Source: an optimization exercise on an open RTL-to-GDS flow (aim: small area, a short achievable clock period and few clock cycles). Production flows keep margins and buffers that such runs may drop. Where RTL was checked, it was by simulation tests only, not by an equivalence proof against the original.

== job 7532 ==
==> flow/design.v <==
module Rotational_Cordic #(
	parameter INT_LENGTH        = 7,
	parameter FRAC_LENGTH       = 11,
	parameter NUM_OF_ITERATIONS = 11
) (
input  wire               CLK,
input  wire               RST,
input  wire               ENABLE,
input  wire signed [17:0] Xo,
input  wire signed [17:0] Yo,
input  wire signed [17:0] Zo,
output wire signed [17:0] XN,
output wire signed [17:0] YN,
output reg                Done
);
localparam signed [17:0] TWO_PI  = 18'h03243, M2PI  = 18'h3cdbc,
                         PI      = 18'h01921, MPI   = 18'h3e6df,
                         HPI     = 18'h00c90, MHPI  = 18'h3f36f,
                         T3PI2   = 18'h025b2, M3PI2 = 18'h3da4d;
reg signed [17:0] x, y;
reg signed [11:0] z;       
reg               neg, busy;
reg  [2:0]        pass;
wire hi  = Zo >  T3PI2;                
wire lo  = Zo <  M3PI2;                
wire qp  = Zo >= HPI  && Zo <= T3PI2;  
wire qn  = Zo >= M3PI2 && Zo <= MHPI;  
wire s0  = hi ? (Zo < TWO_PI) : lo ? (Zo <= M2PI) : qp ? (Zo < PI) : qn ? (Zo < MPI) : Zo[17];
reg signed [17:0] k1;
always @* begin
  case ({hi, lo, qp, qn})
    4'b1000: k1 = -TWO_PI;
    4'b0100: k1 =  TWO_PI;
    4'b0010: k1 = -PI;
    4'b0001: k1 =  PI;
    default: k1 = 18'sd0;
  endcase
  k1 = s0 ? k1 + 18'sd1608 : k1 - 18'sd1608;
end
wire signed [17:0] z1  = Zo + k1;
wire signed [11:0] z1s = (z1[17:11] == 7'h00 || z1[17:11] == 7'h7f) ? z1[11:0]
                                                                   : {z1[17], {11{~z1[17]}}};
reg signed [17:0] xa, ya, xb, yb;    
reg        [11:0] aa, ab;            
always @* begin
  case (pass)
    3'd0:    begin aa = 12'h3b5; ab = 12'h1f5; end
    3'd1:    begin aa = 12'h0fe; ab = 12'h07f; end
    3'd2:    begin aa = 12'h03f; ab = 12'h01f; end
    3'd3:    begin aa = 12'h00f; ab = 12'h007; end
    default: begin aa = 12'h003; ab = 12'h001; end
  endcase
end
always @* begin
  case (pass)
    3'd0:    begin xa = x >>> 1; ya = y >>> 1; end
    3'd1:    begin xa = x >>> 3; ya = y >>> 3; end
    3'd2:    begin xa = x >>> 5; ya = y >>> 5; end
    3'd3:    begin xa = x >>> 7; ya = y >>> 7; end
    default: begin xa = x >>> 9; ya = y >>> 9; end
  endcase
end
wire sa = z[11];
wire [18:0] xat = {x, 1'b1} + {ya ^ {18{~sa}}, ~sa};
wire [18:0] yat = {y, 1'b1} + {xa ^ {18{sa}},  sa};
wire [12:0] zat = {z, 1'b1} + {aa ^ {12{~sa}}, ~sa};
wire signed [17:0] x2 = xat[18:1], y2 = yat[18:1];
wire signed [11:0] z2 = zat[12:1];
wire signed [17:0] xi = busy ? x2 : Xo;
wire signed [17:0] yi = busy ? y2 : Yo;
always @* begin
  if (!busy) begin xb = xi; yb = yi; end
  else case (pass)
    3'd0:    begin xb = xi >>> 2; yb = yi >>> 2; end
    3'd1:    begin xb = xi >>> 4; yb = yi >>> 4; end
    3'd2:    begin xb = xi >>> 6; yb = yi >>> 6; end
    3'd3:    begin xb = xi >>> 8; yb = yi >>> 8; end
    default: begin xb = xi >>> 10; yb = yi >>> 10; end
  endcase
end
wire sb = busy ? z2[11] : s0;
wire [18:0] xbt = {xi, 1'b1} + {yb ^ {18{~sb}}, ~sb};
wire [18:0] ybt = {yi, 1'b1} + {xb ^ {18{sb}},  sb};
wire [12:0] zbt = {z2, 1'b1} + {ab ^ {12{~sb}}, ~sb};
always @(posedge CLK or negedge RST)
  if (!RST) begin
    busy <= 1'b0; Done <= 1'b0; pass <= 3'd0;
  end else begin
    Done <= busy && pass == 3'd4;
    if (ENABLE) begin
      busy <= 1'b1; pass <= 3'd0;
    end else begin
      if (pass == 3'd4) busy <= 1'b0;
      pass <= pass + 3'd1;
    end
  end
always @(posedge CLK)
  if (ENABLE) begin
    x <= xbt[18:1]; y <= ybt[18:1]; z <= z1s;
    neg <= qp | qn;
  end else begin
    x <= xbt[18:1]; y <= ybt[18:1]; z <= zbt[12:1];
  end
wire [28:0] xq = {{11{x[17]^neg}}, x ^ {18{neg}}};
wire [28:0] yq = {{11{y[17]^neg}}, y ^ {18{neg}}};
wire [28:0] kc = neg ? 29'd3293 : 29'd3;
wire [28:0] P  = (xq << 10) + (xq << 8) + ~(xq << 5) + ~(xq << 2) + ~xq + kc;
wire [28:0] Q  = (yq << 10) + (yq << 8) + ~(yq << 5) + ~(yq << 2) + ~yq + kc;
assign XN = P[28:11];
assign YN = Q[28:11];
endmodule
clock: 8.0 ns
lec_check: 0
cap_margin: 20
core_margin: 2
core_utilization: 40
place_density: 0.6
setup_slack_margin: 1.0
slew_margin: 20
run.sh (not shown) runs the stock make flow with config.mk's settings and CLKGATE_MAP_FILE= SYNTH_SCRIPT=/design/flow/synth_recipe.tcl, a recipe that flattens the netlist after the stock synthesis.
Job 7532 went all the way through the flow, and no timing, DRC or antenna check failed.
Testbench counts of job 7532, summed over its fixed seeds: cycles 9,600.
What job 7331 does differently from job 7532 at the input level:
--- a/flow/design.v
+++ b/flow/design.v
@@ -38,7 +38,4 @@
   k1 = s0 ? k1 + 18'sd1608 : k1 - 18'sd1608;
 end
-wire signed [17:0] z1  = Zo + k1;
-wire signed [11:0] z1s = (z1[17:11] == 7'h00 || z1[17:11] == 7'h7f) ? z1[11:0]
-                                                                   : {z1[17], {11{~z1[17]}}};
 reg signed [17:0] xa, ya, xb, yb;    
 reg        [11:0] aa, ab;            
@@ -82,5 +79,10 @@
 wire [18:0] xbt = {xi, 1'b1} + {yb ^ {18{~sb}}, ~sb};
 wire [18:0] ybt = {yi, 1'b1} + {xb ^ {18{sb}},  sb};
-wire [12:0] zbt = {z2, 1'b1} + {ab ^ {12{~sb}}, ~sb};
+wire signed [17:0] abs = {6'd0, ab};
+wire signed [17:0] za  = busy ? {{6{z2[11]}}, z2} : Zo;
+wire signed [17:0] zk  = busy ? (sb ? abs : -abs) : k1;
+wire signed [17:0] z3  = za + zk;
+wire signed [11:0] z3s = (z3[17:11] == 7'h00 || z3[17:11] == 7'h7f) ? z3[11:0]
+                                                                   : {z3[17], {11{~z3[17]}}};
 always @(posedge CLK or negedge RST)
   if (!RST) begin
@@ -95,11 +97,10 @@
     end
   end
-always @(posedge CLK)
+always @(posedge CLK) begin
   if (ENABLE) begin
-    x <= xbt[18:1]; y <= ybt[18:1]; z <= z1s;
     neg <= qp | qn;
-  end else begin
-    x <= xbt[18:1]; y <= ybt[18:1]; z <= zbt[12:1];
   end
+  x <= xbt[18:1]; y <= ybt[18:1]; z <= z3s;
+end
 wire [28:0] xq = {{11{x[17]^neg}}, x ^ {18{neg}}};
 wire [28:0] yq = {{11{y[17]^neg}}, y ^ {18{neg}}};
--- outcome ---
Between job 7331 and job 7532, it is job 7331 whose effective utilization at floorplan is lower, by 0.31 points.
From job 7532 to job 7331 the numbers moved as follows: total number of cells along the worst setup path decreased by about 4.5% relative to the old numbers, routed via count ~0 delta, area growth from synthesis to final layout rose by 5.2 points, sequential portion of the cell area neither gained nor lost much.
Routed wire length on job 7331 is behind job 7532.
Only the layout flow was run in job 7331; the RTL was not checked for function there.

---

RTL: the design.v shown in full above, as it stands there.
export LEC_CHECK = 0
export CAP_MARGIN = 20
export CORE_MARGIN = 2
export CORE_UTILIZATION = 40
export PLACE_DENSITY = 0.6
export SLEW_MARGIN = 20
create_clock -name core_clock -period 8.0 [get_ports {CLK}]
Testbench counts at the start, summed over its fixed seeds: cycles 9,600.
Edit:
--- a/flow/design.v
+++ b/flow/design.v
@@ -34,15 +34,12 @@
     4'b0010: k1 = -PI;
     4'b0001: k1 =  PI;
     default: k1 = 18'sd0;
   endcase
   k1 = s0 ? k1 + 18'sd1608 : k1 - 18'sd1608;
 end
-wire signed [17:0] z1  = Zo + k1;
-wire signed [11:0] z1s = (z1[17:11] == 7'h00 || z1[17:11] == 7'h7f) ? z1[11:0]
-                                                                   : {z1[17], {11{~z1[17]}}};
 reg signed [17:0] xa, ya, xb, yb;    
 reg        [11:0] aa, ab;            
 always @* begin
   case (pass)
     3'd0:    begin aa = 12'h3b5; ab = 12'h1f5; end
     3'd1:    begin aa = 12'h0fe; ab = 12'h07f; end
@@ -78,32 +75,36 @@
     default: begin xb = xi >>> 10; yb = yi >>> 10; end
   endcase
 end
 wire sb = busy ? z2[11] : s0;
 wire [18:0] xbt = {xi, 1'b1} + {yb ^ {18{~sb}}, ~sb};
 wire [18:0] ybt = {yi, 1'b1} + {xb ^ {18{sb}},  sb};
-wire [12:0] zbt = {z2, 1'b1} + {ab ^ {12{~sb}}, ~sb};
+wire signed [17:0] abs = {6'd0, ab};
+wire signed [17:0] za  = busy ? {{6{z2[11]}}, z2} : Zo;
+wire signed [17:0] zk  = busy ? (sb ? abs : -abs) : k1;
+wire signed [17:0] z3  = za + zk;
+wire signed [11:0] z3s = (z3[17:11] == 7'h00 || z3[17:11] == 7'h7f) ? z3[11:0]
+                                                                   : {z3[17], {11{~z3[17]}}};
 always @(posedge CLK or negedge RST)
   if (!RST) begin
     busy <= 1'b0; Done <= 1'b0; pass <= 3'd0;
   end else begin
     Done <= busy && pass == 3'd4;
     if (ENABLE) begin
       busy <= 1'b1; pass <= 3'd0;
     end else begin
       if (pass == 3'd4) busy <= 1'b0;
       pass <= pass + 3'd1;
     end
   end
-always @(posedge CLK)
+always @(posedge CLK) begin
   if (ENABLE) begin
-    x <= xbt[18:1]; y <= ybt[18:1]; z <= z1s;
     neg <= qp | qn;
-  end else begin
-    x <= xbt[18:1]; y <= ybt[18:1]; z <= zbt[12:1];
   end
+  x <= xbt[18:1]; y <= ybt[18:1]; z <= z3s;
+end
 wire [28:0] xq = {{11{x[17]^neg}}, x ^ {18{neg}}};
 wire [28:0] yq = {{11{y[17]^neg}}, y ^ {18{neg}}};
 wire [28:0] kc = neg ? 29'd3293 : 29'd3;
 wire [28:0] P  = (xq << 10) + (xq << 8) + ~(xq << 5) + ~(xq << 2) + ~xq + kc;
 wire [28:0] Q  = (yq << 10) + (yq << 8) + ~(yq << 5) + ~(yq << 2) + ~yq + kc;
 assign XN = P[28:11];
Hold slack loses 0.011 ns.
Sequential share of layout area rises by 0.11 points.
Wire length is higher by 0.81%.
First-iteration DRC count went down by 2.1%.
Final area is lower by about 1.5%.
Register-to-register slack gets worse by 0.05 ns.
Fmax is lower by about 1.1%.
No functional check of the RTL was part of the second run of this note.

static timing again, ports no longer ideal:
No port has a modelled driver above. Below, the same layouts with a new extraction and two added sets of constraints. Step 1 (the two cells are an assumption about what drives the block):
set clk [get_ports {CLK}]
set_driving_cell -lib_cell sky130_fd_sc_hd__clkbuf_16 $clk
set_driving_cell -lib_cell sky130_fd_sc_hd__buf_2 [delete_from_list [all_inputs] $clk]
Step 2 also shifts input and output timing later by t, the mid clock arrival at the registers, as if the neighbouring blocks saw the same clock. Slacks: ideal / step 1 / step 2; pairs: ideal / step 1.
| run | t (ns) | slack for setup (ns) | hold slack, ns | worst setup path after step 2 | latest minus earliest clock arrival (ns) |
|---|---|---|---|---|---|
| job 7532 | 0.382 | 1.178 / 1.125 / 0.901 | 0.503 / 0.503 / 0.503 | input to register | 0.018 / 0.018 |
| job 7331 | 0.369 | 0.987 / 0.935 / 0.893 | 0.507 / 0.507 / 0.507 | input to register | 0.006 / 0.006 |
| the first run of note 2 | 0.371 | 0.434 / 0.388 / 0.510 | 0.513 / 0.513 / 0.513 | input to register | 0.012 / 0.012 |
| the second run of note 2 | 0.354 | 0.350 / 0.306 / 0.018 | 0.502 / 0.502 / 0.502 | input to register | 0.011 / 0.012 |
After both steps every run listed still meets setup and hold. For the second run of note 2, which loses most, drivers alone change the setup slack by -0.044 ns; drivers and shift together by -0.332 ns.
